Background: an optimization exercise with open tools, aiming at small area and a short achievable clock period. Do not read the settings as production practice. In this exercise RTL edits were held to simulation tests only and were not proved equivalent to the original. No activity file was given, so power comes from the tool's default toggle rates.

// fir_filter
module fir_filter (
    input clk,
    input rst,
    input clk_enable,
    input [2:0] filter_sel,
    input  signed [15:0] filter_in,
    output signed [15:0] filter_out
);
  wire phase;
  wire [5:0] age;
  wire [4:0] tap;
  wire upper;
  wire phase_q;
  wire [6:0] since;
  wire [5:0] filled;
  wire signed [15:0] sample_q;
  wire [6:0] neg_q, one_q, two_q;
  wire win_q;
  wire [2:0] sel_q;
  counter u_counter (
      .clk(clk),
      .rst(rst),
      .clk_enable(clk_enable),
      .phase(phase),
      .tap(tap),
      .upper(upper),
      .age(age),
      .phase_q(phase_q),
      .since(since),
      .filled(filled)
  );
  delay_pipeline u_delay_pipeline (
      .clk(clk),
      .phase(phase),
      .age(age),
      .filter_in(filter_in),
      .sample_q(sample_q)
  );
  coeffs u_coeffs (
      .clk(clk),
      .filter_sel(filter_sel),
      .age(age),
      .tap(tap),
      .upper(upper),
      .phase_q(phase_q),
      .since(since),
      .filled(filled),
      .neg_q(neg_q),
      .one_q(one_q),
      .two_q(two_q),
      .win_q(win_q),
      .sel_q(sel_q)
  );
  compute u_compute (
      .clk(clk),
      .rst(rst),
      .phase(phase),
      .since(since),
      .filled(filled),
      .sel_q(sel_q),
      .sample_q(sample_q),
      .neg_q(neg_q),
      .one_q(one_q),
      .two_q(two_q),
      .win_q(win_q),
      .filter_out(filter_out)
  );
endmodule
Size in the first run: roughly 2900 cells after synthesis, roughly 1200 flip-flops, about 36000 µm² of cells after synthesis.
==> flow/config.mk <==
export PLATFORM = sky130hd
export DESIGN_NAME = fir_filter
export DESIGN_NICKNAME = fir_filter
export VERILOG_FILES = /design/flow/design.v
export SDC_FILE = /design/flow/constraint.sdc
export NUM_CORES = 4
export LEC_CHECK = 0
export ABC_AREA = 1
export CAP_MARGIN = 20
export CORE_MARGIN = 2
export CORE_UTILIZATION = 60
export SLEW_MARGIN = 20
export SYNTH_MEMORY_MAX_BITS = 65536
==> flow/constraint.sdc <==
create_clock -name core_clock -period 13.5 [get_ports {clk}]
set_input_delay 2.7000 -clock core_clock [delete_from_list [all_inputs] [get_ports {clk}]]
set_output_delay 2.7000 -clock core_clock [all_outputs]
set_load 0.01 [all_outputs]
standard.sh (not shown) runs the stock make flow with config.mk's settings and CLKGATE_MAP_FILE= SYNTH_SCRIPT=/design/flow/synth_recipe.tcl, a recipe that flattens the netlist after the stock synthesis.
==> flow/flow/run.sh <==
#!/bin/bash
# Own layout flow: the standard layout (standard.sh: ORFS synthesis and
# place-and-route with the standard flow's config and constraints), with these changes:
#  - synthesis: synth_recipe.tcl with Yosys's quick ABC pass inside 'synth'
#    skipped (-noabc), so the adders reach extract_fa as written; registers and
#    their names are the same as the standard synthesis's,
#  - ABC maps the logic with flow/abc.script in place of ORFS's script,
#  - the port buffers that ORFS inserts are sky130_fd_sc_hd__buf_4,
#  - clock tree synthesis: clusters of up to 30 sinks within 90 um, clkbuf_16
#    buffers, no dummy loads,
#  - timing repair (ORFS's repair_timing after CTS and global routing) aims for
#    a setup slack of 9.5 ns against the design's 13.5 ns clock (the SDC is
#    unchanged), so it also mends paths slower than 4 ns.
# ORFS's scripts are copied into this folder and only the ABC scripts replaced.
# Every tool's output is in orfs/logs/ (one log per step) and flow_make.log.
set -euo pipefail
W="$(pwd)"
rm -rf "$W/scripts_own"
cp -r "$FLOW_HOME/scripts" "$W/scripts_own"
cp "$W/flow/abc.script" "$W/scripts_own/abc_area.script"
cp "$W/flow/abc.script" "$W/scripts_own/abc_speed.script"
sed 's/yosys synth -nofsm -noshare {\*}\$args/yosys synth -nofsm -noshare -noabc {*}$args/' \
  "$W/synth_recipe.tcl" > "$W/own_synth.tcl"
grep -q -- '-noabc' "$W/own_synth.tcl"
sed "s#synth_recipe\.tcl#own_synth.tcl#g" "$W/standard.sh" > "$W/own_standard.sh"
grep -q own_synth.tcl "$W/own_standard.sh"
export SCRIPTS_DIR="$W/scripts_own"
export SETUP_SLACK_MARGIN=9.5
export BUFFER_PORTS_ARGS="-buffer_cell sky130_fd_sc_hd__buf_4"
export CTS_ARGS="-sink_clustering_enable -repair_clock_nets -dont_use_dummy_load -sink_clustering_size 30 -sink_clustering_max_diameter 90 -buf_list sky130_fd_sc_hd__clkbuf_16"
bash "$W/own_standard.sh" > "$W/flow_make.log" 2>&1
==> flow/flow/abc.script <==
strash
dc2
dch -f
map
==> next run, changes <==
==> flow/flow/abc.script (replaced) <==
strash
dc2
dch -f
map
topo
stime -c
buffer -c
upsize -c
dnsize -c
Settings changed: CORE_UTILIZATION 60 to 64.
Effect:
- The new run produced a clean layout
- clock power stays flat
- clock skew grows by 0.050 ns
- final cell count shrinks by 0.32%
- non-clock buffer count grows by 2
- global-route usage grows by 3.3 points
- cell area grows by 0.39%
- first-iteration DRC count grows by 5.3%
- worst setup slack improves by 0.066 ns
- via count grows by 2.7%
- power grows by 2.3%

## port drivers added, routing unchanged
How much do the figures lean on ideal ports? The routed layouts below were timed once more, with nothing changed but the port constraints.
Step 1 (the two cells are an assumption about what drives the block):
set clk [get_ports {clk}]
set_driving_cell -lib_cell sky130_fd_sc_hd__clkbuf_16 $clk
set_driving_cell -lib_cell sky130_fd_sc_hd__buf_2 [delete_from_list [all_inputs] $clk]
Step 2, shift: input delay + t, output delay - t, t = (earliest + latest rising clock arrival at the registers) / 2. This alone moves slack from input paths to output paths.
Three values: no drivers, after step 1, after step 2; two values: the first two.
run	t (ns)	slack for setup (ns)	worst hold slack (ns)	latest minus earliest clock arrival (ns)	pins driven straight from the clock port
the first run	0.652	9.520 / 9.520 / 9.139	0.277 / 0.277 / 0.277	0.089 / 0.089	1
the second run	0.640	9.586 / 9.522 / 9.095	0.285 / 0.285 / 0.285	0.121 / 0.121	1
After both steps every run listed still meets setup and hold. The setup slack of the second run, which loses most, moves by -0.064 ns with the drivers and by -0.491 ns with both steps.
